Source: an optimization exercise on an open RTL-to-GDS flow (aim: small area, a short achievable clock period and few clock cycles). Production flows keep margins and buffers that such runs may drop. Only simulation tests tie the RTL to the original design; equivalence was not proved. Power is estimated from default activity; no workload was simulated.

==> inputs of build 97 <==
==> flow/design.v <==
module mips(clk,reset,im_addr,im_data,dm_addr,dm_wdata,dm_we,dm_rdata,wb_we,wb_addr,wb_data);
	input clk;
	input reset;
	output [31:0] im_addr;
	input [31:0] im_data;
	output [31:0] dm_addr;
	output [31:0] dm_wdata;
	output dm_we;
	input [31:0] dm_rdata;
	output wb_we;
	output [4:0] wb_addr;
	output [31:0] wb_data;
	reg [31:2] pc_f;
	reg [25:0] ir_d;
	reg        d_alur, d_sub, d_jr, d_ori, d_lui, d_lw, d_sw, d_beq, d_bl, d_j, d_link, d_writes;
	reg        d_urs, d_urt, d_same;
	reg [4:0]  d_dst;
	reg [31:0] raw_rs, raw_rt;             
	reg        fe_rs, fm_rs, fw_rs, fr_rs, fe_rt, fm_rt, fw_rt, fr_rt;
	reg [31:0] a_e, b_e, sd_e;
	reg        sub_e, or_e, wr_e, ld_e, st_e;
	reg [4:0]  dst_e;
	reg [31:0] r_m, sd_m;
	reg        wr_m, ld_m, st_m;
	reg [4:0]  dst_m;
	reg [31:0] d_w;
	reg        wr_w;
	reg [4:0]  a_w;
	wire [4:0] rs = ir_d[25:21];
	wire [4:0] rt = ir_d[20:16];
	wire [15:0] imm = ir_d[15:0];
	assign im_addr = {pc_f, 2'b00};
	wire [5:0] f_op = im_data[31:26];
	wire [5:0] f_fn = im_data[5:0];
	wire f_r    = (f_op == 6'd0);
	wire f_alur = f_r & f_fn[5];
	wire f_jr   = f_r & f_fn[3];
	wire f_ori  = (f_op == 6'd13);
	wire f_lui  = (f_op == 6'd15);
	wire f_lw   = (f_op == 6'd35);
	wire f_sw   = (f_op == 6'd43);
	wire f_beq  = (f_op == 6'd4);
	wire f_bl   = (f_op == 6'd24);
	wire f_j    = (f_op == 6'd2) | (f_op == 6'd3);
	wire f_link = (f_op == 6'd3) | f_bl;
	wire [4:0] f_dst = f_alur ? im_data[15:11] : f_link ? 5'd31 : im_data[20:16];
	reg [31:0] rf [1:31];
	wire [31:0] val_m = ld_m ? dm_rdata : r_m;
	wire [31:0] rf_wd = val_m & {32{~reset}};
	wire [31:1] rf_we = ({30'd0, wr_m} << (dst_m - 5'd1)) | {31{reset}};
	genvar gi;
	generate
		for (gi = 1; gi < 32; gi = gi + 1) begin : g_rf
			always @(posedge clk) begin
				if (rf_we[gi]) rf[gi] <= rf_wd;
			end
		end
	endgenerate
	wire stall = (ld_e & ((d_urs & fe_rs) | (d_urt & fe_rt))) |
	             (ld_m & (((d_beq | d_bl | d_jr) & fm_rs) | (d_beq & fm_rt))) |
	             (d_beq & ~d_same & (fe_rs | fe_rt)) |
	             (d_jr & fe_rs);
	wire [4:0] n_rs = stall ? rs : im_data[25:21];
	wire [4:0] n_rt = stall ? rt : im_data[20:16];
	wire [31:1] sel_rs = 31'd1 << (n_rs - 5'd1);
	wire [31:1] sel_rt = 31'd1 << (n_rt - 5'd1);
	reg [31:0] rd_rs, rd_rt;
	integer i;
	always @* begin
		rd_rs = 32'd0;
		rd_rt = 32'd0;
		for (i = 1; i < 32; i = i + 1) begin
			rd_rs = rd_rs | ({32{sel_rs[i]}} & rf[i]);
			rd_rt = rd_rt | ({32{sel_rt[i]}} & rf[i]);
		end
	end
	wire d_wrnz = d_writes & (d_dst != 5'd0);
	wire n_fe_rs = ~stall & d_wrnz & (d_dst == n_rs);
	wire n_fe_rt = ~stall & d_wrnz & (d_dst == n_rt);
	wire n_fm_rs = ~n_fe_rs & wr_e & (dst_e == n_rs);
	wire n_fm_rt = ~n_fe_rt & wr_e & (dst_e == n_rt);
	wire n_fw_rs = ~n_fe_rs & ~n_fm_rs & wr_m & (dst_m == n_rs);
	wire n_fw_rt = ~n_fe_rt & ~n_fm_rt & wr_m & (dst_m == n_rt);
	always @(posedge clk) begin
		raw_rs <= rd_rs;
		raw_rt <= rd_rt;
		fe_rs <= n_fe_rs;
		fm_rs <= n_fm_rs;
		fw_rs <= n_fw_rs;
		fr_rs <= ~(n_fe_rs | n_fm_rs | n_fw_rs);
		fe_rt <= n_fe_rt;
		fm_rt <= n_fm_rt;
		fw_rt <= n_fw_rt;
		fr_rt <= ~(n_fe_rt | n_fm_rt | n_fw_rt);
	end
	wire [31:0] res_e;
	wire [31:0] rs_x = ({32{fr_rs}} & raw_rs) | ({32{fm_rs}} & r_m) | ({32{fw_rs}} & d_w);
	wire [31:0] rt_x = ({32{fr_rt}} & raw_rt) | ({32{fm_rt}} & r_m) | ({32{fw_rt}} & d_w);
	wire [31:0] rs_v = ({32{fr_rs}} & raw_rs) | ({32{fm_rs}} & val_m) | ({32{fw_rs}} & d_w) | ({32{fe_rs}} & res_e);
	wire [31:0] rt_v = ({32{fr_rt}} & raw_rt) | ({32{fm_rt}} & val_m) | ({32{fw_rt}} & d_w) | ({32{fe_rt}} & res_e);
	wire [31:0] sum;
	add32 u_add(.a(a_e), .b(b_e), .ci(sub_e), .s(sum));
	wire [31:0] orv = a_e | b_e;
	assign res_e = or_e ? orv : sum;
	wire [31:0] pe = a_e ^ b_e;
	wire [31:0] oe = a_e | b_e;
	wire [31:0] ge = a_e & b_e;
	wire zero_e = or_e ? ~|orv : ~|(pe ^ {oe[30:0], sub_e});
	wire c31;
	carry31 u_c31(.g(ge[30:0]), .o(oe[30:0]), .ci(sub_e), .co(c31));
	wire sign_e = or_e ? orv[31] : pe[31] ^ c31;
	wire le_e = sign_e | zero_e;
	wire eq = d_same | (rs_x == rt_x);
	wire le = fe_rs ? le_e : rs_x[31] | (rs_x == 32'd0);
	wire taken = ~stall & ((d_beq & eq) | (d_bl & le));
	wire [31:2] seq = pc_f + 30'd1;
	wire [31:2] brt = pc_f + {{14{imm[15]}}, imm};
	wire [31:2] alt = stall ? pc_f :
	                  d_j ? {pc_f[31:28], ir_d[25:0]} :
	                  d_jr ? rs_x[31:2] : seq;
	always @(posedge clk) begin
		if (reset) pc_f <= 30'h00000c00;
		else pc_f <= taken ? brt : alt;
	end
	always @(posedge clk) begin
		if (reset) begin
			d_jr <= 1'b0;
			d_lw <= 1'b0;
			d_sw <= 1'b0;
			d_beq <= 1'b0;
			d_bl <= 1'b0;
			d_j <= 1'b0;
			d_writes <= 1'b0;
			d_urs <= 1'b0;
			d_urt <= 1'b0;
		end else if (!stall) begin
			d_jr <= f_jr;
			d_lw <= f_lw;
			d_sw <= f_sw;
			d_beq <= f_beq;
			d_bl <= f_bl;
			d_j <= f_j;
			d_writes <= f_alur | f_ori | f_lui | f_lw | f_link;
			d_urs <= f_alur | f_ori | f_lw | f_sw | f_beq | f_bl | f_jr;
			d_urt <= f_alur | f_sw | f_beq;
		end
	end
	always @(posedge clk) begin
		if (!stall) begin
			ir_d <= im_data[25:0];
			d_alur <= f_alur;
			d_sub <= f_fn[1];
			d_ori <= f_ori;
			d_lui <= f_lui;
			d_link <= f_link;
			d_dst <= f_dst;
			d_same <= (im_data[25:21] == im_data[20:16]);
		end
	end
	wire [31:0] imm_x = d_lui ? {imm, 16'd0} :
	                    d_ori ? {16'd0, imm} :
	                    d_link ? 32'd0 : {{16{imm[15]}}, imm};
	always @(posedge clk) begin
		a_e <= d_link ? {seq, 2'b00} : rs_v;
		b_e <= (d_alur ? rt_v : imm_x) ^ {32{d_alur & d_sub}};
		sd_e <= rt_v;
		sub_e <= d_alur & d_sub;
		or_e <= d_ori;
		dst_e <= d_dst;
	end
	always @(posedge clk) begin
		if (reset || stall) begin
			wr_e <= 1'b0;
			ld_e <= 1'b0;
			st_e <= 1'b0;
		end else begin
			wr_e <= d_wrnz;
			ld_e <= d_lw;
			st_e <= d_sw;
		end
	end
	always @(posedge clk) begin
		r_m <= res_e;
		sd_m <= sd_e;
		dst_m <= dst_e;
	end
	always @(posedge clk) begin
		if (reset) begin
			wr_m <= 1'b0;
			ld_m <= 1'b0;
			st_m <= 1'b0;
		end else begin
			wr_m <= wr_e;
			ld_m <= ld_e;
			st_m <= st_e;
		end
	end
	assign dm_addr = r_m;
	assign dm_wdata = sd_m;
	assign dm_we = st_m;
	always @(posedge clk) begin
		d_w <= val_m;
		a_w <= dst_m;
	end
	always @(posedge clk) begin
		if (reset) wr_w <= 1'b0;
		else wr_w <= wr_m;
	end
	assign wb_we = wr_w;
	assign wb_addr = a_w;
	assign wb_data = d_w;
endmodule
module add32(a, b, ci, s);
	input [31:0] a, b;
	input ci;
	output [31:0] s;
	wire [31:0] p = a ^ b;
	wire [31:0] g0 = a & b;
	wire [31:0] g1, p1, g2, p2, g3, p3, g4, p4, g5, p5;
	genvar k;
	generate
		for (k = 0; k < 32; k = k + 1) begin : lv
			if ((k & 1) != 0) begin
				assign g1[k] = g0[k] | (p[k] & g0[k-1]);
				assign p1[k] = p[k] & p[k-1];
			end else begin
				assign g1[k] = g0[k];
				assign p1[k] = p[k];
			end
			if ((k & 2) != 0) begin
				assign g2[k] = g1[k] | (p1[k] & g1[(k & ~1) - 1]);
				assign p2[k] = p1[k] & p1[(k & ~1) - 1];
			end else begin
				assign g2[k] = g1[k];
				assign p2[k] = p1[k];
			end
			if ((k & 4) != 0) begin
				assign g3[k] = g2[k] | (p2[k] & g2[(k & ~3) - 1]);
				assign p3[k] = p2[k] & p2[(k & ~3) - 1];
			end else begin
				assign g3[k] = g2[k];
				assign p3[k] = p2[k];
			end
			if ((k & 8) != 0) begin
				assign g4[k] = g3[k] | (p3[k] & g3[(k & ~7) - 1]);
				assign p4[k] = p3[k] & p3[(k & ~7) - 1];
			end else begin
				assign g4[k] = g3[k];
				assign p4[k] = p3[k];
			end
			if ((k & 16) != 0) begin
				assign g5[k] = g4[k] | (p4[k] & g4[(k & ~15) - 1]);
				assign p5[k] = p4[k] & p4[(k & ~15) - 1];
			end else begin
				assign g5[k] = g4[k];
				assign p5[k] = p4[k];
			end
		end
	endgenerate
	wire [32:0] c = {g5 | (p5 & {32{ci}}), ci};
	assign s = p ^ c[31:0];
endmodule
module carry31(g, o, ci, co);
	input [30:0] g, o;
	input ci;
	output co;
	wire [31:0] g0 = {g, ci};
	wire [31:0] o0 = {o, 1'b0};
	wire [15:0] g1, o1;
	wire [7:0] g2, o2;
	wire [3:0] g3, o3;
	wire [1:0] g4, o4;
	genvar k;
	generate
		for (k = 0; k < 16; k = k + 1) begin : l1
			assign g1[k] = g0[2*k+1] | (o0[2*k+1] & g0[2*k]);
			assign o1[k] = o0[2*k+1] & o0[2*k];
		end
		for (k = 0; k < 8; k = k + 1) begin : l2
			assign g2[k] = g1[2*k+1] | (o1[2*k+1] & g1[2*k]);
			assign o2[k] = o1[2*k+1] & o1[2*k];
		end
		for (k = 0; k < 4; k = k + 1) begin : l3
			assign g3[k] = g2[2*k+1] | (o2[2*k+1] & g2[2*k]);
			assign o3[k] = o2[2*k+1] & o2[2*k];
		end
		for (k = 0; k < 2; k = k + 1) begin : l4
			assign g4[k] = g3[2*k+1] | (o3[2*k+1] & g3[2*k]);
			assign o4[k] = o3[2*k+1] & o3[2*k];
		end
	endgenerate
	assign co = g4[1] | (o4[1] & g4[0]);
endmodule
==> flow/run.sh <==
#!/bin/bash
# synth_recipe.tcl (not shown) runs the flow's synth.tcl, then flattens the netlist and writes it again
# the make line also repeats each setting of config.mk as NAME=value (left out here)
make -C /OpenROAD-flow-scripts/flow DESIGN_CONFIG=/design/flow/config.mk WORK_HOME=/design/flow/orfs CLKGATE_MAP_FILE= SYNTH_SCRIPT=/design/flow/synth_recipe.tcl finish
==> flow/config.mk <==
export PLATFORM = sky130hd
export DESIGN_NAME = mips
export DESIGN_NICKNAME = mips
export VERILOG_FILES = /design/flow/design.v
export SDC_FILE = /design/flow/constraint.sdc
export NUM_CORES = 4
export LEC_CHECK = 0
export CAP_MARGIN = 20
export CORE_MARGIN = 2
export CORE_UTILIZATION = 50
export SETUP_SLACK_MARGIN = 5
export SLEW_MARGIN = 20
==> flow/constraint.sdc <==
create_clock -name core_clock -period 9.0 [get_ports {clk}]
set_input_delay 1.8000 -clock core_clock [delete_from_list [all_inputs] [get_ports {clk}]]
set_output_delay 1.8000 -clock core_clock [all_outputs]
set_load 0.01 [all_outputs]
==> trial 33 (differences from build 97) <==
==> flow/design.v, changed modules only <==
module mips(clk,reset,im_addr,im_data,dm_addr,dm_wdata,dm_we,dm_rdata,wb_we,wb_addr,wb_data);
	input clk;
	input reset;
	output [31:0] im_addr;
	input [31:0] im_data;
	output [31:0] dm_addr;
	output [31:0] dm_wdata;
	output dm_we;
	input [31:0] dm_rdata;
	output wb_we;
	output [4:0] wb_addr;
	output [31:0] wb_data;
	reg [31:2] pc_f;
	reg [25:0] ir_d;
	reg        d_alur, d_sub, d_jr, d_ori, d_lui, d_lw, d_sw, d_beq, d_bl, d_j, d_link, d_writes;
	reg        d_urs, d_urt, d_same;
	reg [4:0]  d_dst;
	reg [31:0] raw_rs, raw_rt;             
	reg        fe_rs, fm_rs, fw_rs, fr_rs, fe_rt, fm_rt, fw_rt, fr_rt;
	reg [31:0] a_e, b_e, sd_e;
	reg        sub_e, or_e, wr_e, ld_e, st_e;
	reg [4:0]  dst_e;
	reg [31:0] r_m, sd_m;
	reg        wr_m, ld_m, st_m;
	reg [4:0]  dst_m;
	reg [31:0] d_w;
	reg        wr_w;
	reg [4:0]  a_w;
	wire [4:0] rs = ir_d[25:21];
	wire [4:0] rt = ir_d[20:16];
	wire [15:0] imm = ir_d[15:0];
	assign im_addr = {pc_f, 2'b00};
	wire [5:0] f_op = im_data[31:26];
	wire [5:0] f_fn = im_data[5:0];
	wire f_r    = (f_op == 6'd0);
	wire f_alur = f_r & f_fn[5];
	wire f_jr   = f_r & f_fn[3];
	wire f_ori  = (f_op == 6'd13);
	wire f_lui  = (f_op == 6'd15);
	wire f_lw   = (f_op == 6'd35);
	wire f_sw   = (f_op == 6'd43);
	wire f_beq  = (f_op == 6'd4);
	wire f_bl   = (f_op == 6'd24);
	wire f_j    = (f_op == 6'd2) | (f_op == 6'd3);
	wire f_link = (f_op == 6'd3) | f_bl;
	wire [4:0] f_dst = f_alur ? im_data[15:11] : f_link ? 5'd31 : im_data[20:16];
	reg [31:0] rf [1:31];
	wire [31:0] val_m = ld_m ? dm_rdata : r_m;
	wire [31:0] rf_wd = val_m & {32{~reset}};
	genvar gi;
	generate
		for (gi = 1; gi < 32; gi = gi + 1) begin : g_rf
			always @(posedge clk) begin
				if ((wr_m && dst_m == gi) || reset) rf[gi] <= rf_wd;
			end
		end
	endgenerate
	wire stall = (ld_e & ((d_urs & fe_rs) | (d_urt & fe_rt))) |
	             (ld_m & (((d_beq | d_bl | d_jr) & fm_rs) | (d_beq & fm_rt))) |
	             (d_beq & ~d_same & (fe_rs | fe_rt)) |
	             (d_jr & fe_rs);
	wire [4:0] f_rs = im_data[25:21];
	wire [4:0] f_rt = im_data[20:16];
	reg [31:0] rd_rs, rd_rt;
	integer i;
	always @* begin
		rd_rs = 32'd0;
		rd_rt = 32'd0;
		for (i = 1; i < 32; i = i + 1) begin
			rd_rs = rd_rs | ({32{f_rs == i}} & rf[i]);
			rd_rt = rd_rt | ({32{f_rt == i}} & rf[i]);
		end
	end
	wire d_wrnz = d_writes & (d_dst != 5'd0);
	wire f_fe_rs = d_wrnz & (d_dst == f_rs);
	wire f_fe_rt = d_wrnz & (d_dst == f_rt);
	wire f_fm_rs = ~f_fe_rs & wr_e & (dst_e == f_rs);
	wire f_fm_rt = ~f_fe_rt & wr_e & (dst_e == f_rt);
	wire f_fw_rs = ~f_fe_rs & ~f_fm_rs & wr_m & (dst_m == f_rs);
	wire f_fw_rt = ~f_fe_rt & ~f_fm_rt & wr_m & (dst_m == f_rt);
	wire s_fm_rs = wr_e & (dst_e == rs);
	wire s_fm_rt = wr_e & (dst_e == rt);
	wire s_fw_rs = ~s_fm_rs & wr_m & (dst_m == rs);
	wire s_fw_rt = ~s_fm_rt & wr_m & (dst_m == rt);
	always @(posedge clk) begin
		if (stall) begin
			raw_rs <= fw_rs ? d_w : raw_rs;
			raw_rt <= fw_rt ? d_w : raw_rt;
			fe_rs <= 1'b0;
			fm_rs <= s_fm_rs;
			fw_rs <= s_fw_rs;
			fr_rs <= ~(s_fm_rs | s_fw_rs);
			fe_rt <= 1'b0;
			fm_rt <= s_fm_rt;
			fw_rt <= s_fw_rt;
			fr_rt <= ~(s_fm_rt | s_fw_rt);
		end else begin
			raw_rs <= rd_rs;
			raw_rt <= rd_rt;
			fe_rs <= f_fe_rs;
			fm_rs <= f_fm_rs;
			fw_rs <= f_fw_rs;
			fr_rs <= ~(f_fe_rs | f_fm_rs | f_fw_rs);
			fe_rt <= f_fe_rt;
			fm_rt <= f_fm_rt;
			fw_rt <= f_fw_rt;
			fr_rt <= ~(f_fe_rt | f_fm_rt | f_fw_rt);
		end
	end
	wire [31:0] res_e;
	wire [31:0] rs_x = ({32{fr_rs}} & raw_rs) | ({32{fm_rs}} & r_m) | ({32{fw_rs}} & d_w);
	wire [31:0] rt_x = ({32{fr_rt}} & raw_rt) | ({32{fm_rt}} & r_m) | ({32{fw_rt}} & d_w);
	wire [31:0] rs_v = ({32{fr_rs}} & raw_rs) | ({32{fm_rs}} & val_m) | ({32{fw_rs}} & d_w) | ({32{fe_rs}} & res_e);
	wire [31:0] rt_v = ({32{fr_rt}} & raw_rt) | ({32{fm_rt}} & val_m) | ({32{fw_rt}} & d_w) | ({32{fe_rt}} & res_e);
	wire [31:0] sum;
	add32 u_add(.a(a_e), .b(b_e), .ci(sub_e), .s(sum));
	wire [31:0] orv = a_e | b_e;
	assign res_e = or_e ? orv : sum;
	wire [31:0] pe = a_e ^ b_e;
	wire [31:0] oe = a_e | b_e;
	wire [31:0] ge = a_e & b_e;
	wire zero_e = or_e ? ~|orv : ~|(pe ^ {oe[30:0], sub_e});
	wire c31;
	carry31 u_c31(.g(ge[30:0]), .o(oe[30:0]), .ci(sub_e), .co(c31));
	wire sign_e = or_e ? orv[31] : pe[31] ^ c31;
	wire le_e = sign_e | zero_e;
	wire eq = d_same | (rs_x == rt_x);
	wire le = fe_rs ? le_e : rs_x[31] | (rs_x == 32'd0);
	wire taken = ~stall & ((d_beq & eq) | (d_bl & le));
	wire [31:2] seq = pc_f + 30'd1;
	wire [31:2] brt = pc_f + {{14{imm[15]}}, imm};
	wire [31:2] alt = stall ? pc_f :
	                  d_j ? {pc_f[31:28], ir_d[25:0]} :
	                  d_jr ? rs_x[31:2] : seq;
	always @(posedge clk) begin
		if (reset) pc_f <= 30'h00000c00;
		else pc_f <= taken ? brt : alt;
	end
	always @(posedge clk) begin
		if (reset) begin
			d_jr <= 1'b0;
			d_lw <= 1'b0;
			d_sw <= 1'b0;
			d_beq <= 1'b0;
			d_bl <= 1'b0;
			d_j <= 1'b0;
			d_writes <= 1'b0;
			d_urs <= 1'b0;
			d_urt <= 1'b0;
		end else if (!stall) begin
			d_jr <= f_jr;
			d_lw <= f_lw;
			d_sw <= f_sw;
			d_beq <= f_beq;
			d_bl <= f_bl;
			d_j <= f_j;
			d_writes <= f_alur | f_ori | f_lui | f_lw | f_link;
			d_urs <= f_alur | f_ori | f_lw | f_sw | f_beq | f_bl | f_jr;
			d_urt <= f_alur | f_sw | f_beq;
		end
	end
	always @(posedge clk) begin
		if (!stall) begin
			ir_d <= im_data[25:0];
			d_alur <= f_alur;
			d_sub <= f_fn[1];
			d_ori <= f_ori;
			d_lui <= f_lui;
			d_link <= f_link;
			d_dst <= f_dst;
			d_same <= (f_rs == f_rt);
		end
	end
	wire [31:0] imm_x = d_lui ? {imm, 16'd0} :
	                    d_ori ? {16'd0, imm} :
	                    d_link ? 32'd0 : {{16{imm[15]}}, imm};
	always @(posedge clk) begin
		a_e <= d_link ? {seq, 2'b00} : rs_v;
		b_e <= (d_alur ? rt_v : imm_x) ^ {32{d_alur & d_sub}};
		sd_e <= rt_v;
		sub_e <= d_alur & d_sub;
		or_e <= d_ori;
		dst_e <= d_dst;
	end
	always @(posedge clk) begin
		if (reset || stall) begin
			wr_e <= 1'b0;
			ld_e <= 1'b0;
			st_e <= 1'b0;
		end else begin
			wr_e <= d_wrnz;
			ld_e <= d_lw;
			st_e <= d_sw;
		end
	end
	always @(posedge clk) begin
		r_m <= res_e;
		sd_m <= sd_e;
		dst_m <= dst_e;
	end
	always @(posedge clk) begin
		if (reset) begin
			wr_m <= 1'b0;
			ld_m <= 1'b0;
			st_m <= 1'b0;
		end else begin
			wr_m <= wr_e;
			ld_m <= ld_e;
			st_m <= st_e;
		end
	end
	assign dm_addr = r_m;
	assign dm_wdata = sd_m;
	assign dm_we = st_m;
	always @(posedge clk) begin
		d_w <= val_m;
		a_w <= dst_m;
	end
	always @(posedge clk) begin
		if (reset) wr_w <= 1'b0;
		else wr_w <= wr_m;
	end
	assign wb_we = wr_w;
	assign wb_addr = a_w;
	assign wb_data = d_w;
endmodule
==> flow/flow/run.sh (new file) <==
#!/bin/bash
set -euo pipefail
cd "$(dirname "$0")/.."
bash standard.sh SETUP_SLACK_MARGIN=5.6 finish > flow_make.log 2>&1
==> flow/standard.sh (new file) <==
#!/bin/bash
# synth_recipe.tcl (not shown) runs the flow's synth.tcl, then flattens the netlist and writes it again
# the make line also repeats each setting of config.mk as NAME=value (left out here)
make -C /OpenROAD-flow-scripts/flow DESIGN_CONFIG=/design/flow/config.mk WORK_HOME=/design/flow/orfs CLKGATE_MAP_FILE= SYNTH_SCRIPT=/design/flow/synth_recipe.tcl "${@:-finish}"
Settings changed: CORE_UTILIZATION 50 to 58, CTS_BUF_LIST set to sky130_fd_sc_hd__clkbuf_16, CTS_CLUSTER_DIAMETER set to 80, CTS_CLUSTER_SIZE set to 25, SETUP_SLACK_MARGIN 5 to unset.
removed: flow/run.sh
==> run summary <==
item	trial 33	build 97
Post-route core utilization	68.9%	59.0%
Inst Count DP	6,126	6,530
Routing usage on met3	27.5%	20.4%
Clock buffer count from CTS	68	143
Pre-CTS setup slack	3.64 ns	2.91 ns
Critical path capture point	raw_rs[4]	raw_rt[14]
Number of antenna violations at the first check in global routing	25	19
Status	no timing/DRC/antenna violations	no timing/DRC/antenna violations
Startpoint of the most critical hold path	sd_e[25]	sd_e[9]
Count of cells resized by post-cts repair	548	95
Post-synthesis instance area	0.0616 mm2	0.0613 mm2
End of the worst register-to-register path	pc_f[9]	raw_rt[14]
HPWL reported at the end of detailed placement	167 mm	172 mm
Category of the critical setup timing path	in2reg	reg2reg
Yosys top cell area share	53.3%	50.4%
Number of distinct library cells after synthesis	88	89
Pin count of the biggest net entering global routing	81	68
Number of enable flip-flop cells after synthesis	1,092	1,028
R2R setup slack	5.47 ns	4.92 ns
Via-per-instance ratio	8.51	7.79
Comb group	3850 uW	3620 uW
Slowest CP cell	sky130_fd_sc_hd__nor2_4	sky130_fd_sc_hd__nand4_1
Power share of the clock group	20.7%	32.6%
Die area	0.109 mm2	0.125 mm2
Fraction of cell area in non-clock buffers	7.19%	5.16%
DRT Wirelength	301 mm	297 mm
Testbench counts of build 97, summed over its fixed seeds: cycles 58,753.
Testbench counts of trial 33, summed over its fixed seeds: cycles 58,753.

[afterwards: timing with drivers on the ports]
In the flow no input, the clock included, has a driving cell. The finished layouts below were timed again as built, in two steps.
Step 1 sets driving cells, clkbuf_16 on the clock port and buf_2 on the other inputs (assumed; they add their load-dependent delay and slew).
Step 2 also shifts input and output timing later by t, the mid clock arrival at the registers, as if the neighbouring blocks saw the same clock.
Slacks: ideal ports / drivers / drivers and shift; pairs: ideal ports / drivers.
run	t, ns	setup slack, ns	worst setup path after step 2
build 97	0.861	4.921 / 4.921 / 4.169	input to register
trial 33	0.771	5.449 / 5.468 / 4.718	input to register
After both steps every run listed still meets setup and hold. For build 97, which loses most, drivers alone change the setup slack by 0.000 ns; drivers and shift together by -0.752 ns.
